From an optimization exercise on the open Yosys and OpenROAD flow, aimed at small area and a short achievable clock period; shortcuts taken in it are not production practice.
In this exercise RTL edits were held to simulation tests only and were not proved equivalent to the original.
No activity file was given, so power comes from the tool's default toggle rates.

==> flow/design.v <==
module top(
  input logic clk, rst,
  input logic[31:0] instr,
  input logic RegWrite, MemWrite,
  output logic[31:0] prode_register_file, prode_data_memory,
  output logic r0, r1, r2, r3 , r4, r5, r6, d0, d1, d2, d3, d4, d5, d6);
  logic [31:0]       IR;
  logic [31:0][31:0] rdat, mdat;
  logic [31:0]       rval, mval, mhb;
  function automatic logic [31:0] rdword(input logic [31:0][31:0] d, input logic [31:0] v,
                                         input logic [4:0] a);
    logic [31:0] acc;
    acc = 32'b0;
    for (int k = 0; k < 32; k++)
      if (a == k) acc = acc | (v[k] ? d[k] : k);
    rdword = acc;
  endfunction
  function automatic logic [31:0] add32(input logic [31:0] a, b, input logic cin);
    logic [31:0] p, g, gg, pp, gn, pn;
    p = a ^ b;
    g = a & b;
    gg = {g[31:1], g[0] | (p[0] & cin)};
    pp = p;
    for (int s = 1; s < 32; s = s * 2) begin
      for (int i = 0; i < 32; i++)
        if (i >= s) begin
          gn[i] = gg[i] | (pp[i] & gg[i - s]);
          pn[i] = pp[i] & pp[i - s];
        end else begin
          gn[i] = gg[i];
          pn[i] = pp[i];
        end
      gg = gn;
      pp = pn;
    end
    add32 = p ^ {gg[30:0], cin};
  endfunction
  function automatic logic [16:0] addr5(input logic [2:0] op, input logic [4:0] a, b);
    logic       sub, en, c2;
    logic [4:0] bb;
    logic [2:0] lo, hi0, hi;
    logic [3:0] dlo;
    logic [7:0] dhi0, dhi;
    sub = (op == 3'd6);
    en  = (op == 3'd2) | sub;
    bb  = b ^ {5{sub}};
    lo  = {1'b0, a[1:0]} + {1'b0, bb[1:0]} + {2'b0, sub};
    c2  = lo[2];
    hi0 = a[4:2] + bb[4:2];
    hi  = hi0 + {2'b0, c2};
    for (int i = 0; i < 4; i++) dlo[i] = (lo[1:0] == i);
    for (int i = 0; i < 8; i++) dhi0[i] = (hi0 == i);
    dhi = c2 ? {dhi0[6:0], dhi0[7]} : dhi0;
    if (en) addr5 = {dhi, dlo, hi, lo[1:0]};
    else    addr5 = {8'd1, 4'd1, 5'd0};
  endfunction
  function automatic logic [16:0] addr5oh(input logic [2:0] op, input logic [4:0] a, b);
    logic       sub, en, c2;
    logic [4:0] bb;
    logic [3:0] oal, obl, lo;
    logic [4:0] obl5;
    logic [7:0] oah, obh, hi0, hi;
    sub = (op == 3'd6);
    en  = (op == 3'd2) | sub;
    bb  = b ^ {5{sub}};
    for (int i = 0; i < 4; i++) oal[i] = (a[1:0] == i);
    for (int i = 0; i < 8; i++) oah[i] = (a[4:2] == i);
    for (int i = 0; i < 4; i++) obl[i] = (bb[1:0] == i);
    for (int i = 0; i < 8; i++) obh[i] = (bb[4:2] == i);
    obl5 = sub ? {obl, 1'b0} : {1'b0, obl};
    lo = 4'b0;
    c2 = 1'b0;
    for (int i = 0; i < 4; i++)
      for (int m = 0; m < 5; m++) begin
        lo[(i + m) % 4] = lo[(i + m) % 4] | (oal[i] & obl5[m]);
        if (i + m >= 4) c2 = c2 | (oal[i] & obl5[m]);
      end
    hi0 = 8'b0;
    for (int p = 0; p < 8; p++)
      for (int q = 0; q < 8; q++)
        hi0[(p + q) % 8] = hi0[(p + q) % 8] | (oah[p] & obh[q]);
    hi = c2 ? {hi0[6:0], hi0[7]} : hi0;
    if (en) addr5oh = {hi, lo, hi[4] | hi[5] | hi[6] | hi[7], hi[2] | hi[3] | hi[6] | hi[7],
                       hi[1] | hi[3] | hi[5] | hi[7], lo[2] | lo[3], lo[1] | lo[3]};
    else    addr5oh = {8'd1, 4'd1, 5'd0};
  endfunction
  logic [4:0] rs, rt, rd, A3, addr;
  assign rs = IR[25:21];
  assign rt = IR[20:16];
  assign rd = IR[15:11];
  assign A3 = IR[31] ? rd : rt;
  logic [31:0] aa_x, bb_x;    
  logic [4:0]  fa;            
  logic [31:0] fb;
  logic        cin;
  logic [31:5] rb_hi, p_hi;   
  logic [3:0]  p_hb;          
  logic [4:0]  rb_x, p_x;
  logic        f;             
  logic [4:0]  addr_sel;      
  logic [4:0]  addr_00;       
  logic [3:0]  mlo;           
  logic [7:0]  mhi;
  logic [31:0] RD2, ALUResult, WB;
  logic [4:0]  WB5;
  assign RD2  = {rb_hi, rb_x ^ rt};
  assign addr = f ? addr_sel : addr_00;
  assign prode_register_file = {p_hi, p_x ^ A3};
  assign ALUResult = add32({aa_x[31:5], aa_x[4:0] ^ fa}, bb_x ^ fb, cin);
  logic [31:0] m_acc;
  logic        m_hit, m_hb;
  always_comb begin
    m_acc = 32'b0;
    m_hit = 1'b0;
    m_hb  = 1'b0;
    for (int k = 0; k < 32; k++)
      if (mlo[k % 4] & mhi[k / 4] & mval[k]) begin
        m_acc = m_acc | mdat[k];
        m_hit = 1'b1;
        m_hb  = m_hb | mhb[k];
      end
  end
  assign prode_data_memory = m_hit ? m_acc : {27'b0, addr};
  assign WB = IR[31] ? prode_data_memory : ALUResult;
  assign WB5 = IR[31] ? prode_data_memory[4:0] : addr;
  logic [31:0] weR, weM;
  always_comb
    for (int k = 0; k < 32; k++) begin
      weR[k] = RegWrite & (A3 == k);
      weM[k] = MemWrite & (addr == k);
    end
  always_ff @(posedge clk or negedge rst)
    if (!rst) rval <= 32'b0;
    else      rval <= rval | weR;
  always_ff @(posedge clk or negedge rst)
    if (!rst) mval <= 32'b0;
    else      mval <= mval | weM;
  always_ff @(posedge clk)
    for (int k = 0; k < 32; k++) begin
      if (weR[k]) rdat[k] <= WB;
      if (weM[k]) begin
        mdat[k] <= RD2;
        mhb[k]  <= |rb_hi;
      end
    end
  logic [4:0] rs_n, rt_n, rd_n, A3_n;
  logic [2:0] op_n;
  logic       en_n, sub_n;
  assign rs_n = instr[25:21];
  assign rt_n = instr[20:16];
  assign rd_n = instr[15:11];
  assign A3_n = instr[31] ? rd_n : rt_n;
  assign op_n = instr[29:27];
  assign sub_n = (op_n == 3'd6);
  assign en_n  = (op_n == 3'd2) | sub_n;
  logic        wr_rs, wr_rt, wr_p;
  logic [31:0] ra_n, rb_n, p_n, srcb_n, fb_n, imm_n;
  logic [4:0]  fa_n, ra5_n, rb5_n;
  logic [16:0] ad_n, ad00_n;
  assign wr_rs = RegWrite & (A3 == rs_n);
  assign wr_rt = RegWrite & (A3 == rt_n);
  assign wr_p  = RegWrite & (A3 == A3_n);
  assign ra_n  = wr_rs ? WB : rdword(rdat, rval, rs_n);
  assign rb_n  = wr_rt ? WB : rdword(rdat, rval, rt_n);
  assign p_n   = wr_p  ? WB : rdword(rdat, rval, A3_n);
  assign ra5_n = wr_rs ? WB5 : ra_n[4:0];
  assign rb5_n = wr_rt ? WB5 : rb_n[4:0];
  assign imm_n  = {{16{instr[15]}}, instr[15:0]};
  assign srcb_n = instr[30] ? imm_n : rb_n;
  assign fa_n   = en_n ? rs_n : 5'b0;
  assign fb_n   = en_n ? ((instr[30] ? imm_n : {27'b0, rt_n}) ^ {32{sub_n}}) : 32'b0;
  assign ad_n   = addr5oh(op_n, ra5_n, instr[30] ? instr[4:0] : rb5_n);
  assign ad00_n = addr5(op_n, rs_n,  instr[30] ? instr[4:0] : rt_n);
  always_ff @(posedge clk)
    if (rst) begin
      IR      <= instr;
      addr_00 <= ad00_n[4:0];
      fa      <= fa_n;
      fb      <= fb_n;
      cin     <= en_n & sub_n;
    end
  always_ff @(posedge clk) begin
    addr_sel <= ad_n[4:0];
    mlo <= ad_n[8:5];
    mhi <= ad_n[16:9];
  end
  always_ff @(posedge clk or negedge rst)
    if (!rst) begin
      aa_x  <= '0;
      bb_x  <= '0;
      rb_hi <= '0;
      p_hi  <= '0;
      rb_x  <= '0;
      p_x   <= '0;
      p_hb  <= '0;
      f     <= 1'b0;
    end else begin
      aa_x  <= (en_n ? ra_n : 32'b0) ^ {27'b0, fa_n};
      bb_x  <= (en_n ? (srcb_n ^ {32{sub_n}}) : 32'b0) ^ fb_n;
      rb_hi <= rb_n[31:5];
      p_hi  <= p_n[31:5];
      rb_x  <= rb_n[4:0] ^ rt_n;
      p_x   <= p_n[4:0] ^ A3_n;
      p_hb  <= {|p_n[31:26], |p_n[25:19], |p_n[18:12], |p_n[11:5]};
      f     <= 1'b1;
    end
  function automatic logic [6:0] seg(input logic big, input logic [4:0] v);
    logic off;
    off = big | v[4];
    seg[0] = off | ~16'hc7ed >> v[3:0];
    seg[1] = off | ~16'h379f >> v[3:0];
    seg[2] = off | ~16'h2ffb >> v[3:0];
    seg[3] = off | ~16'h796d >> v[3:0];
    seg[4] = off | ~16'hfd45 >> v[3:0];
    seg[5] = off | ~16'hcf71 >> v[3:0];
    seg[6] = off | ~16'hff7c >> v[3:0];
  endfunction
  assign {r6, r5, r4, r3, r2, r1, r0} = seg(|p_hb, prode_register_file[4:0]);
  assign {d6, d5, d4, d3, d2, d1, d0} = m_hit ? seg(m_hb, m_acc[4:0]) : seg(1'b0, addr);
endmodule
==> flow/flow/run.sh <==
#!/bin/bash
# The standard layout, with two changes:
# - the ports are buffered with buf_4 cells. Left to itself, buffer_ports picks
#   clkdlybuf4s50_1, a slow delay cell that timing repair (which keeps each
#   cell's footprint on this platform) can only swap for another delay cell;
# - clock tree synthesis clusters up to 20 flip-flops per leaf buffer and
#   inserts no dummy loads, for a smaller clock tree.
set -uo pipefail
bash standard.sh synth > synth.log 2>&1 || { tail -40 synth.log; exit 1; }
bash standard.sh "BUFFER_PORTS_ARGS=-buffer_cell sky130_fd_sc_hd__buf_4" \
  "CTS_ARGS=-sink_clustering_enable -repair_clock_nets -sink_clustering_size 20 -sink_clustering_max_diameter 80 -dont_use_dummy_load" \
  finish > layout.log 2>&1 || { tail -40 layout.log; exit 1; }
==> flow/standard.sh <==
#!/bin/bash
# synth_recipe.tcl (not shown) runs the flow's synth.tcl, then flattens the netlist and writes it again
# the make line also repeats each setting of config.mk as NAME=value (left out here)
make -C /OpenROAD-flow-scripts/flow DESIGN_CONFIG=/design/flow/config.mk WORK_HOME=/design/flow/orfs CLKGATE_MAP_FILE= SYNTH_SCRIPT=/design/flow/synth_recipe.tcl "${@:-finish}"
==> flow/config.mk <==
export PLATFORM = sky130hd
export DESIGN_NAME = top
export DESIGN_NICKNAME = top
export VERILOG_FILES = /design/flow/design.v
export SDC_FILE = /design/flow/constraint.sdc
export NUM_CORES = 4
export LEC_CHECK = 0
export CAP_MARGIN = 20
export CORE_MARGIN = 2
export CORE_UTILIZATION = 30
export GPL_ROUTABILITY_DRIVEN = 1
export GPL_TIMING_DRIVEN = 1
export PLACE_DENSITY = 0.4
export SETUP_SLACK_MARGIN = 5
export SLEW_MARGIN = 20
export TNS_END_PERCENT = 0
==> flow/constraint.sdc <==
create_clock -name core_clock -period 11.0 [get_ports {clk}]
set_input_delay 2.2000 -clock core_clock [delete_from_list [all_inputs] [get_ports {clk}]]
set_output_delay 2.2000 -clock core_clock [all_outputs]
set_load 0.01 [all_outputs]
==> results.sh, run 1 <==
export IMPL_dieWidth_um=589
export IMPL_worstMarginPinSlew_ps=1570
export IMPL_holdPathStages=1
export IMPL_place_gp_congestion=1.02
export IMPL_yosysUniqueCellTypes=98
export IMPL_r2r_slack_ps=4940
export IMPL_post_route_period_util_pct=58.2
export IMPL_wl_met2_mm=309
export IMPL_cts_tree="done"
export IMPL_worstReg2RegEnd="bb_x[22]"
export IMPL_p_sw_mw=9.56
export IMPL_fillers=33584
export IMPL_ir_worst_vdd_mv=0.132
export IMPL_grt_max_degree=69
export IMPL_hold_ws_ps=495
export IMPL_cts_max_level=4
export IMPL_die_area_um2=347000
export IMPL_worstPathMaxFanout=32
export IMPL_clock_latency_ps=980
export IMPL_ys_ff_latch=2332
export IMPL_avgSynthCellArea_um2=12.4
export IMPL_p_per_area_nw_per_um2=208
export IMPL_post_synth_top_count_cell="edfxtp_1"
export IMPL_wirelength_met1_mm=256
export IMPL_start_util_pct=30.2
export IMPL_yosys_top_cells_area="edfxtp_1, o22ai_1, dfrtp_1"
export IMPL_ys_seq_area_share_pct=67.0
export IMPL_period_needed_ps=6400
export IMPL_rr_worst_depth=15
export IMPL_crit_top_cell="buf_4"
export IMPL_netlist_instances=8255
export IMPL_slew_violations=3
export IMPL_status="failed layout checks"
export IMPL_rows=214
export IMPL_cts_root_buf="clkbuf_16"
export IMPL_grt_pass1_vias=84303
export IMPL_ys_top_cells_by_count="edfxtp_1, o22ai_1, nand2_1, clkbuf_1, nor4_1"
export IMPL_rsz0062_at_grt="true"
export IMPL_clockBufferDepth=4
export IMPL_portBuffers=112
export IMPL_power_internal_mw=14.8
export IMPL_rr_startpoint="fb[0]"
export IMPL_hold_viol_final=0
export IMPL_synth_edf_count=2118
export IMPL_setup_violations_final=0
export IMPL_slowest_delay_ps=610
export IMPL_synth_top_cell_area_share_pct=61.9
export IMPL_antenna_left=0
export IMPL_topRoutingLayerUsed="met5"
export IMPL_holdBufCountCts=0
export IMPL_drc_errors=0
export IMPL_drt_initial_drc_count=16082
export IMPL_cts_buffers=170
export IMPL_fin_setup_tns_ps=0
export IMPL_hp_start="mval[22]"
export IMPL_violatedChecks="max-capacitance violations, max-slew violations"
export IMPL_combPwrFrac_pct=28.1
export IMPL_dominantRegCellSynth="edfxtp_1"
export IMPL_pin_count=114
export IMPL_clkSinkCount=2332
export IMPL_async_reset_ff_share_pct=8.45
export IMPL_routedWlPerCell_um=54.2
export IMPL_vias=92518
export IMPL_finalNetCount=8468
export IMPL_crit_family="simple AND/OR/NAND/NOR gates"
export IMPL_overflow=0
export IMPL_finalPower_mw=24.4
export IMPL_hpwl_mm=415
export IMPL_p_sw_share_pct=39.2
export IMPL_yosysWarningCount=1
export IMPL_syn_num_nets=8341
export IMPL_die_h_um=589
export IMPL_pre_cts_slack_ps=3170
export IMPL_worst_slack_ps=4600
export IMPL_synth_area_um2=103000
export IMPL_wl_met3_mm=81.3
export IMPL_power_leakage_nw=38.1
export IMPL_max_slew_margin_pct=-5.08
export IMPL_clkPwrFrac_pct=24.6
export IMPL_max_freq_mhz=156
export IMPL_seq_power_share_pct=47.3
export IMPL_crit_slowest_cell="nor4_1"
export IMPL_required_ps=11780
export IMPL_worstPathArrival_ps=7170
export IMPL_cts_clk_slew_worst_paths_ps=70
export IMPL_worst_hold_path_type="flip-flop to flip-flop"
export IMPL_drive_above_1_share_pct=14.3
export IMPL_yosysTopAreaCell="edfxtp_1"
export IMPL_area_growth_pct=13.8
export IMPL_core_area_um2=340000
export IMPL_cap_violations=1
export IMPL_worstSetupPathType="input pin to flip-flop"
export IMPL_antenna_found_initial=81
export IMPL_grt_pass1_wl_mm=897
export IMPL_postRouteWirelength_mm=704
export IMPL_path_depth=14
export IMPL_critPathLaunchType="input pin"
export IMPL_vias_per_cell=7.12
export IMPL_grt_usage_pct=39.4
export IMPL_cp_buffers_inverters=4
export IMPL_finClkSkew_ps=96.0
export IMPL_critPathCaptureType="flip-flop"
export IMPL_min_to="mval[22]"
export IMPL_drt_pass1_iter_count=8
export IMPL_crit_chain="buf_4, nand2b_1, buf_4, o22a_1, or3_2, buf_4, buf_6, o22ai_1, nor4_1, nand2_1, nor3_1, a31oi_1, or3_1, or4_1"
==> what timing repair did <==
| action | 4_1_cts | 5_1_grt |
|---|---|---|
| endpoints found under the hold margin | 0 | 0 |
| pin swaps | 23 | 14 |
| cloned | 5 | 1 |
| setup endpoints to repair | 62 | 58 |
| gates resized for setup | 161 | 60 |
| setup buffers | 43 | 15 |
==> logic make-up after synthesis <==
family	after synthesis	share of synthesized area [%]
AO/OA/AOI/OAI	2277	15.0
AND/OR/NAND/NOR	2745	13.2
XOR/XNOR	130	1.11
multiplexers	40	0.433
buffers and inverters	679	2.57
other	1	0.00365
adder cells (fa/ha/maj)	51	0.655
flip-flops	2332	67.0
==> flip-flops by register name, summed over array words and instances, names as in the netlist, 5 cells and up <==
name,flops
rb_hi,27
mval,32
bb_x,32
fa,5
aa_x,32
rb_x,5
IR,11
mhi,8
addr_00,5
rval,32
mdat,1024
addr_sel,5
p_x,5
mhb,32
fb,16
p_hi,27
rdat,1024
==> stage by stage <==
step	cell area (µm²)	util, %	instances
6_report	117000	34.4	12992
3_5_place_dp	111000	32.6	12680
3_3_place_gp	111000	32.5	12678
5_1_grt	117000	34.3	12933
4_1_cts	116000	34.2	12898
2_1_floorplan	103000	-	8255
==> power by group through the flow <==
stage	combinational [mW]	sequential, mW	clock [mW]
3_5_place_dp	6.28	11.7	0
4_1_cts	6.38	11.5	6.01
3_3_place_gp	6.32	11.7	0
2_1_floorplan	2.63	11.2	0
6_report	6.85	11.5	5.99
5_1_grt	6.75	11.5	6.29
==> cell type report <==
| type | count | area, µm² | area share (%) |
|---|---|---|---|
| multi-input combinational | 5244 | 32600 | 27.9 |
| antenna | 76 | 190 | 0.163 |
| clock buffer | 170 | 4250 | 3.64 |
| timing repair buffer | 570 | 5010 | 4.28 |
| tap | 4536 | 5680 | 4.85 |
| sequential | 2332 | 69000 | 59.0 |
| inverter | 64 | 245 | 0.210 |
==> layout by cell type, fill, tap and decap left out, drive strengths merged, types with 97 or more instances in the layout <==
cell type / n
edfxtp: 2118
o22ai: 1421
nand2: 1166
buf: 562
nor4: 362
a22oi: 299
nor2: 229
nand4: 209
nor3: 206
dfrtp: 197
clkbuf: 173
a22o: 110
a221oi: 110
nand3: 99
a21oi: 97
==> worst reg2reg max path: cells and delay by family (launching register included) <==
kind            cells  cell delay [ps]
compound gates      4             1520
mux                 2             1320
buf+inv             2             1180
fa+ha+maj           2              660
simple gates        3              510
xor+xnor            2              390
flops               1              380
==> layer usage <==
layer  global-route usage, %  up-vias
li1                        -    33157
met5                   0.930        -
met2                    60.5     8634
met3                    13.3     2865
met4                    24.9       31
met1                    47.2    47831
==> worst max path at each step <==
stage,startpoint,to,slack (ps)
floorplan,instr[18],mhi[1],5610
global placement,instr[16],p_hb[0],3100
detailed placement,instr[16],p_hb[0],3170
CTS,mhi[0],d3,4820
global route,mhi[6],d4,4780
finish,instr[17],p_hb[3],4600
==> run 2: changes to the inputs <==
==> flow/run.sh (new file) <==
#!/bin/bash
# synth_recipe.tcl (not shown) runs the flow's synth.tcl, then flattens the netlist and writes it again
# the make line also repeats each setting of config.mk as NAME=value (left out here)
make -C /OpenROAD-flow-scripts/flow DESIGN_CONFIG=/design/flow/config.mk WORK_HOME=/design/flow/orfs CLKGATE_MAP_FILE= SYNTH_SCRIPT=/design/flow/synth_recipe.tcl finish
--- a/flow/config.mk
+++ b/flow/config.mk
@@ -8,6 +8,8 @@
 export CAP_MARGIN = 20
 export CORE_MARGIN = 2
 export CORE_UTILIZATION = 30
+export CTS_CLUSTER_DIAMETER = 80
+export CTS_CLUSTER_SIZE = 20
 export GPL_ROUTABILITY_DRIVEN = 1
 export GPL_TIMING_DRIVEN = 1
 export PLACE_DENSITY = 0.4
removed: flow/flow/run.sh
removed: flow/standard.sh
==> run 2 against run 1 <==
  * Sequential power is essentially flat
  * Combinational power grew 3.6%
  * Count of clock-buffer cells in the layout grew 25
  * The run now finishes clean
  * Register-to-register slack gained 230 ps
  * Sequential share of layout area shrank 1.1 points
  * Maximum frequency grew 1.2%
  * Via count grew 1.3%
  * Synthesized cell count is the same
  * Flip-flop and latch count is the same
  * Setup slack gained 75 ps
  * Global-route usage grew 0.63 points
==> results.sh, run 2 <==
export IMPL_dieWidth_um=589
export IMPL_avgSynthCellArea_um2=12.4
export IMPL_p_sw_mw=9.98
export IMPL_syn_num_nets=8341
export IMPL_rsz0062_at_grt="true"
export IMPL_worst_slack_ps=4680
export IMPL_worstPathArrival_ps=7140
export IMPL_fillers=33382
export IMPL_ys_top_cells_by_count="edfxtp_1, o22ai_1, nand2_1, clkbuf_1, nor4_1"
export IMPL_die_h_um=589
export IMPL_antenna_left=0
export IMPL_cts_buffers=170
export IMPL_clockBufferDepth=4
export IMPL_cts_clk_slew_worst_paths_ps=90
export IMPL_crit_end="p_hb[0]"
export IMPL_place_gp_congestion=1.02
export IMPL_ys_seq_area_share_pct=67.0
export IMPL_yosysUniqueCellTypes=98
export IMPL_drc_errors=0
export IMPL_synth_area_um2=103000
export IMPL_pre_cts_slack_ps=2950
export IMPL_seq_power_share_pct=45.2
export IMPL_reg_top3="mdat: 1024 flops, rdat: 1024 flops"
export IMPL_mostFrequentLayoutCells="edfxtp_1, o22ai_1, nand2_1"
export IMPL_grt_usage_pct=40.0
export IMPL_synth_top_cell_area_share_pct=61.9
export IMPL_dominantRegCellSynth="edfxtp_1"
export IMPL_ys_ff_latch=2332
export IMPL_p_per_area_nw_per_um2=212
export IMPL_core_area_um2=340000
export IMPL_combPwrFrac_pct=28.1
export IMPL_synth_edf_count=2118
export IMPL_post_dp_cell_area_um2=111000
export IMPL_max_slew_margin_pct=6.44
export IMPL_hpwl_mm=420
export IMPL_p_sw_share_pct=39.5
export IMPL_finalNetCount=8517
export IMPL_grt_max_degree=67
export IMPL_setup_violations_final=0
export IMPL_drive_above_1_share_pct=14.8
export IMPL_clkPwrFrac_pct=26.8
export IMPL_grt_pass1_wl_mm=910
export IMPL_cap_violations=0
export IMPL_required_ps=11820
export IMPL_drt_initial_drc_count=16807
export IMPL_hp_start="rval[5]"
export IMPL_status="finished clean"
export IMPL_yosysWarningCount=1
export IMPL_fin_setup_tns_ps=0
export IMPL_routedWlPerCell_um=54.4
export IMPL_rr_worst_depth=13
export IMPL_drt_pass1_iter_count=10
export IMPL_area_growth_pct=15.9
export IMPL_rows=214
export IMPL_fin_area_um2=119000
export IMPL_regArea_um2=68900
export IMPL_cts_max_level=4
export IMPL_critPathLaunch="instr[31]"
export IMPL_power_internal_mw=15.3
export IMPL_rr_startpoint="fb[0]"
export IMPL_ir_worst_vdd_mv=0.176
export IMPL_final_common_cell="edfxtp_1"
export IMPL_post_synth_top_count_cell="edfxtp_1"
export IMPL_clkSinkCount=2332
export IMPL_max_freq_mhz=158
export IMPL_slew_violations=0
export IMPL_vias_per_cell=7.13
export IMPL_start_util_pct=30.2
export IMPL_power_leakage_nw=39.0
export IMPL_r2r_slack_ps=5170
export IMPL_period_needed_ps=6320
export IMPL_pin_count=114
export IMPL_overflow=0
export IMPL_post_route_period_util_pct=57.5
export IMPL_hold_viol_final=0
export IMPL_die_area_um2=347000
export IMPL_cts_tree="done"
export IMPL_clock_latency_ps=960
export IMPL_worst_hold_path_type="flip-flop to flip-flop"
export IMPL_multi_input_area_um2=32900
export IMPL_antenna_found_initial=100
export IMPL_finalPower_mw=25.3
export IMPL_vias=93717
export IMPL_worstPathMaxFanout=23
export IMPL_critPathCaptureType="flip-flop"
export IMPL_portBuffers=112
export IMPL_worstMarginPinSlew_ps=1400
export IMPL_worstReg2RegEnd="rdat[145]"
export IMPL_critPathLaunchType="input pin"
export IMPL_netlist_instances=8255
export IMPL_grt_pass1_vias=85445
export IMPL_holdBufCountCts=0
export IMPL_yosysTopAreaCell="edfxtp_1"
export IMPL_cts_root_buf="clkbuf_16"
export IMPL_finClkSkew_ps=48.3
export IMPL_final_util_pct=35.0
export IMPL_async_reset_ff_share_pct=8.45
export IMPL_yosys_top_cells_area="edfxtp_1, o22ai_1, dfrtp_1"
export IMPL_postRouteWirelength_mm=715
export IMPL_worstSetupPathType="input pin to flip-flop"
[run 2: cell count changes in the layout (fill, tap and decap cells not counted), sizes merged, moves of 4 or more]
| cell | before | now |
|---|---|---|
| bufinv | 0 | 5 |
| clkdlybuf4s50 | 0 | 88 |
| clkbuf | 173 | 203 |
| clkdlybuf4s15 | 0 | 4 |
| clkinv | 2 | 40 |
| inv | 62 | 96 |
| clkinvlp | 0 | 6 |
| buf | 562 | 504 |
| dlygate4sd2 | 0 | 6 |
[run 2: area by class of cell]
| type | count | area share (%) |
|---|---|---|
| diodes | 74 | 0.155 |
| flip-flops and latches | 2332 | 57.9 |
| repair buffers | 618 | 4.80 |
| well taps | 4536 | 4.77 |
| inverters | 64 | 0.210 |
| clock inverters | 83 | 0.825 |
| clock buffers | 195 | 3.75 |
| multi-input cells | 5245 | 27.6 |
[run 2: routing by layer]
metal / track usage [%] / vias to the layer above / wire, µm
met5: 0 / - / 734
li1: - / 33405 / -
met4: 26.3 / 42 / 60800
met1: 47.6 / 48426 / 260000
met2: 60.8 / 8755 / 311000
met3: 14.4 / 3089 / 83400
[run 2: cell families (layout without fill, tap and decap cells)]
group,count (synthesis),after routing,share of synthesized area [%]
adders and majority gates,51,51,0.655
other,1,75,0.00365
DFF,2332,2332,67.0
AOI/OAI and AO/OA,2277,2277,15.0
muxes,40,40,0.433
and+or+nand+nor,2745,2746,13.2
xor gates and xnor gates,130,130,1.11
buffers and inverters,679,960,2.57
[run 2: how the worst min path moves through the flow]
stage	to	slack (ps)	cells past startpoint
5_1_grt	rval[17]	490	1
3_3_place_gp	rval[17]	460	1
2_1_floorplan	mval[12]	460	1
6_report	rval[5]	480	1
4_1_cts	rval[5]	480	1
3_5_place_dp	rval[5]	460	1
[run 2: repair_timing]
action                     in CTS  in global routing
setup endpoints to repair     107                 69
gates cloned                    5                  2
resized for setup             295                 72
buffers inserted               78                 18
pin swaps                      38                 19
[run 2: critical path, stage by stage]
cell and delay, ps:
clkdlybuf4s50_1 460, buf_4 330, o32a_1 460, nor2_1 280
nand2_2 270, buf_6 410, o22ai_1 150, nor4_1 360
nand4_1 500, nor2_1 330, a21oi_1 130, or4_1 760
or4_1 440
[run 2: stage by stage]
step	cells	hold WS, ps
after global routing	13076	495
after global placement	12688	460
after floorplan	8255	456
after CTS	13050	483
final	13147	482
after detailed placement	12689	464
[run 2: power groups by stage]
stage / Sequential (mW) / Clock (mW) / Combinational (mW)
final: 11.4 / 6.77 / 7.10
after detailed placement: 11.6 / 0 / 6.44
after floorplan: 11.2 / 0 / 2.63
after global routing: 11.4 / 7.08 / 7.00
after global placement: 11.6 / 0 / 6.47
after CTS: 11.4 / 6.82 / 6.63
==> run 3: changes to the inputs <==
==> flow/config.mk (replaced) <==
export PLATFORM = sky130hd
export DESIGN_NAME = top
export DESIGN_NICKNAME = top
export VERILOG_FILES = /design/flow/design.v
export SDC_FILE = /design/flow/constraint.sdc
export NUM_CORES = 4
export LEC_CHECK = 0
export CAP_MARGIN = 30
export CORE_MARGIN = 2
export CORE_UTILIZATION = 35
export CTS_CLUSTER_DIAMETER = 80
export CTS_CLUSTER_SIZE = 20
export GPL_ROUTABILITY_DRIVEN = 1
export GPL_TIMING_DRIVEN = 1
export PLACE_DENSITY = 0.45
export SETUP_SLACK_MARGIN = 5
export SLEW_MARGIN = 30
export TNS_END_PERCENT = 0
==> run 3 against run 2 <==
  * Sequential share of layout area about the same
  * Flip-flop and latch count unchanged
  * Via count up 0.59%
  * Largest power group unchanged
  * Non-clock buffer count down 10
  * Setup slack worse by 81 ps
  * Largest cell class unchanged
  * Cell area about the same
==> results.sh, run 3 <==
export IMPL_grt_usage_pct=44.6
export IMPL_ys_ff_latch=2332
export IMPL_drt_pass1_iter_count=17
export IMPL_antenna_left=0
export IMPL_hold_viol_final=0
export IMPL_grt_max_degree=137
export IMPL_yosysUniqueCellTypes=98
export IMPL_fin_setup_tns_ps=0
export IMPL_drc_errors=0
export IMPL_cts_max_level=4
export IMPL_synth_xor_area_share_pct=1.11
export IMPL_yosysWarningCount=1
export IMPL_die_area_um2=298000
export IMPL_synth_top_cell_area_share_pct=61.9
export IMPL_worstPathArrival_ps=7180
export IMPL_post_dp_cell_area_um2=111000
export IMPL_yosys_top_cells_area="edfxtp_1, o22ai_1, dfrtp_1"
export IMPL_portBuffers=112
export IMPL_dominantRegCellSynth="edfxtp_1"
export IMPL_status="finished clean"
export IMPL_max_freq_mhz=156
export IMPL_routedWlPerCell_um=55.0
export IMPL_max_slew_margin_pct=22.1
export IMPL_cap_violations=0
export IMPL_setup_violations_final=0
export IMPL_cts_root_buf="clkbuf_16"
export IMPL_hpwl_mm=393
export IMPL_worstMarginPinSlew_ps=1170
export IMPL_finalPower_mw=25.3
export IMPL_post_route_period_util_pct=58.2
export IMPL_ys_seq_area_share_pct=67.0
export IMPL_fin_area_um2=119000
export IMPL_pin_count=114
export IMPL_clkSinkCount=2332
export IMPL_cts_clk_slew_worst_paths_ps=90
export IMPL_netlist_instances=8255
export IMPL_start_util_pct=35.2
export IMPL_synth_simple_area_share_pct=13.2
export IMPL_final_util_pct=40.8
export IMPL_antenna_found_initial=80
export IMPL_drt_initial_drc_count=17567
export IMPL_ir_worst_vdd_mv=0.150
export IMPL_clockBufferDepth=4
export IMPL_slew_violations=0
export IMPL_placedCellCount=12043
export IMPL_vias=94272
export IMPL_async_reset_ff_share_pct=8.45
export IMPL_synth_area_um2=103000
export IMPL_fillers=27638
export IMPL_place_gp_congestion=1.03
export IMPL_ys_top_cells_by_count="edfxtp_1, o22ai_1, nand2_1, clkbuf_1, nor4_1"
export IMPL_pre_cts_slack_ps=2740
export IMPL_synth_fa_ha_area_share_pct=0.655
export IMPL_rows=198
export IMPL_mostFrequentLayoutCells="edfxtp_1, o22ai_1, nand2_1"
export IMPL_worstPathMaxFanout=17
export IMPL_area_growth_pct=15.8
export IMPL_post_synth_top_count_cell="edfxtp_1"
export IMPL_overflow=0
export IMPL_vias_per_cell=7.54
export IMPL_critPathLaunchType="input pin"
export IMPL_hold_ws_ps=527
export IMPL_muxShareOfSynthArea_pct=0.433
export IMPL_p_per_area_nw_per_um2=212
export IMPL_cts_tree="done"
export IMPL_grt_pass1_vias=84883
export IMPL_postRouteWirelength_mm=688
export IMPL_syn_num_nets=8341
export IMPL_finClkSkew_ps=63.4
export IMPL_holdBufCountCts=0
export IMPL_fin_cells=12500
export IMPL_worst_slack_ps=4600
export IMPL_reg_top3="mdat: 1024 flops, rdat: 1024 flops"
export IMPL_finalNetCount=8509
export IMPL_cts_buffers=171
export IMPL_yosysTopAreaCell="edfxtp_1"
export IMPL_power_leakage_nw=39.1
export IMPL_critPathCaptureType="flip-flop"
export IMPL_clock_latency_ps=950
export IMPL_synth_top_family_by_area="compound AO/OA/AOI/OAI gates"
export IMPL_synth_compound_area_share_pct=15.0
export IMPL_grt_pass1_wl_mm=876
export IMPL_worstSetupPathType="input pin to flip-flop"
export IMPL_synth_edf_count=2118
export IMPL_core_area_um2=292000
export IMPL_avgSynthCellArea_um2=12.4
export IMPL_drive_above_1_share_pct=14.9
export IMPL_dieWidth_um=546
export IMPL_final_common_cell="edfxtp_1"
export IMPL_required_ps=11780
export IMPL_worst_hold_path_type="flip-flop to flip-flop"
export IMPL_rsz0062_at_grt="true"
export IMPL_period_needed_ps=6400
export IMPL_die_h_um=546
## run 3: cell counts after synthesis
Identical to the previous run, type by type.
## run 3: routing by layer
metal  GRT usage (%)  vias to the layer above  part of all wire (%)
li1                -                    33400                     -
met1            52.9                    47936                    35
met2            66.3                     9515                    43
met3            17.5                     3377                    13
met4            30.7                       44                   9.1
met5            1.43                        -                  0.12
## run 3: timing repair
action	CTS	global route
resized for setup	288	109
buffers inserted	62	25
cloned	11	3
endpoints found under the hold margin	0	0
endpoints found under the setup margin	95	59
pin swaps	33	28
## run 3: final cells by class
type / count / area [µm²] / share of cell area (%)
diodes: 70 / 175 / 0.147
repair buffers: 608 / 6150 / 5.16
well taps: 3900 / 4880 / 4.10
inverters: 64 / 245 / 0.206
clock inverters: 80 / 1000 / 0.842
flip-flops and latches: 2332 / 69000 / 57.9
clock buffers: 200 / 4570 / 3.84
multi-input cells: 5246 / 33100 / 27.8
## run 3: cells by family after synthesis
group	count (synthesis)
DFF	2332
adders and majority gates	51
AOI/OAI and AO/OA	2277
other	1
and+or+nand+nor	2745
xor gates and xnor gates	130
buffers and inverters	679
muxes	40
## run 3: where the power goes
group,internal [mW],total (mW),switching [mW]
Combinational,1.43,6.96,5.53
Sequential,10.7,11.5,0.766
Clock,3.24,6.82,3.58
Total,15.4,25.3,9.88
## run 3: critical path: stages
cell	delay (ps)
clkdlybuf4s15_2	480
nand2b_1	690
or2_2	820
buf_4	570
buf_4	530
o22ai_1	160
nor4_1	490
nand4_1	590
o21ai_0	420
nor2_1	170
## run 3: final timing paths
check / from / slack (ps) / to / cells past startpoint
max in group asynchronous: rst / 8360 / rb_hi[30] / 3
worst min-delay path: mval[22] / 530 / mval[22] / 1
worst max-delay path: instr[22] / 4600 / aa_x[20] / 10
min in group asynchronous: rst / 1210 / mval[12] / 1
worst min register to register: mval[22] / 530 / mval[22] / 1
worst max register to register: fb[0] / 5380 / aa_x[11] / 14

[separate check: timing with driven ports]
How much do the figures lean on ideal ports? The routed layouts below were timed once more, with nothing changed but the port constraints. Step 1, drivers: a clkbuf_16 drives clk and a buf_2 each remaining input, both assumed. Step 2 moves the port delays by t, midway between the first and last clock arrival at a register: inputs arrive t later, outputs are due t later. That takes back most of the time a late clock gives input paths. a / b / c = no drivers / after step 1 / after step 2; a / b = the first two.
| run | t (ns) | setup WS [ns] | worst setup path after step 2 | pins driven straight from the clock port |
|---|---|---|---|---|
| run 1 | 1.036 | 4.603 / 4.654 / 3.618 | input to register | 1 |
| run 2 | 1.043 | 4.678 / 4.743 / 3.701 | input to register | 1 |
| run 3 | 1.035 | 4.597 / 4.685 / 3.650 | input to register | 1 |
For run 1, which loses most, drivers alone change the setup slack by +0.051 ns; drivers and shift together by -0.985 ns.
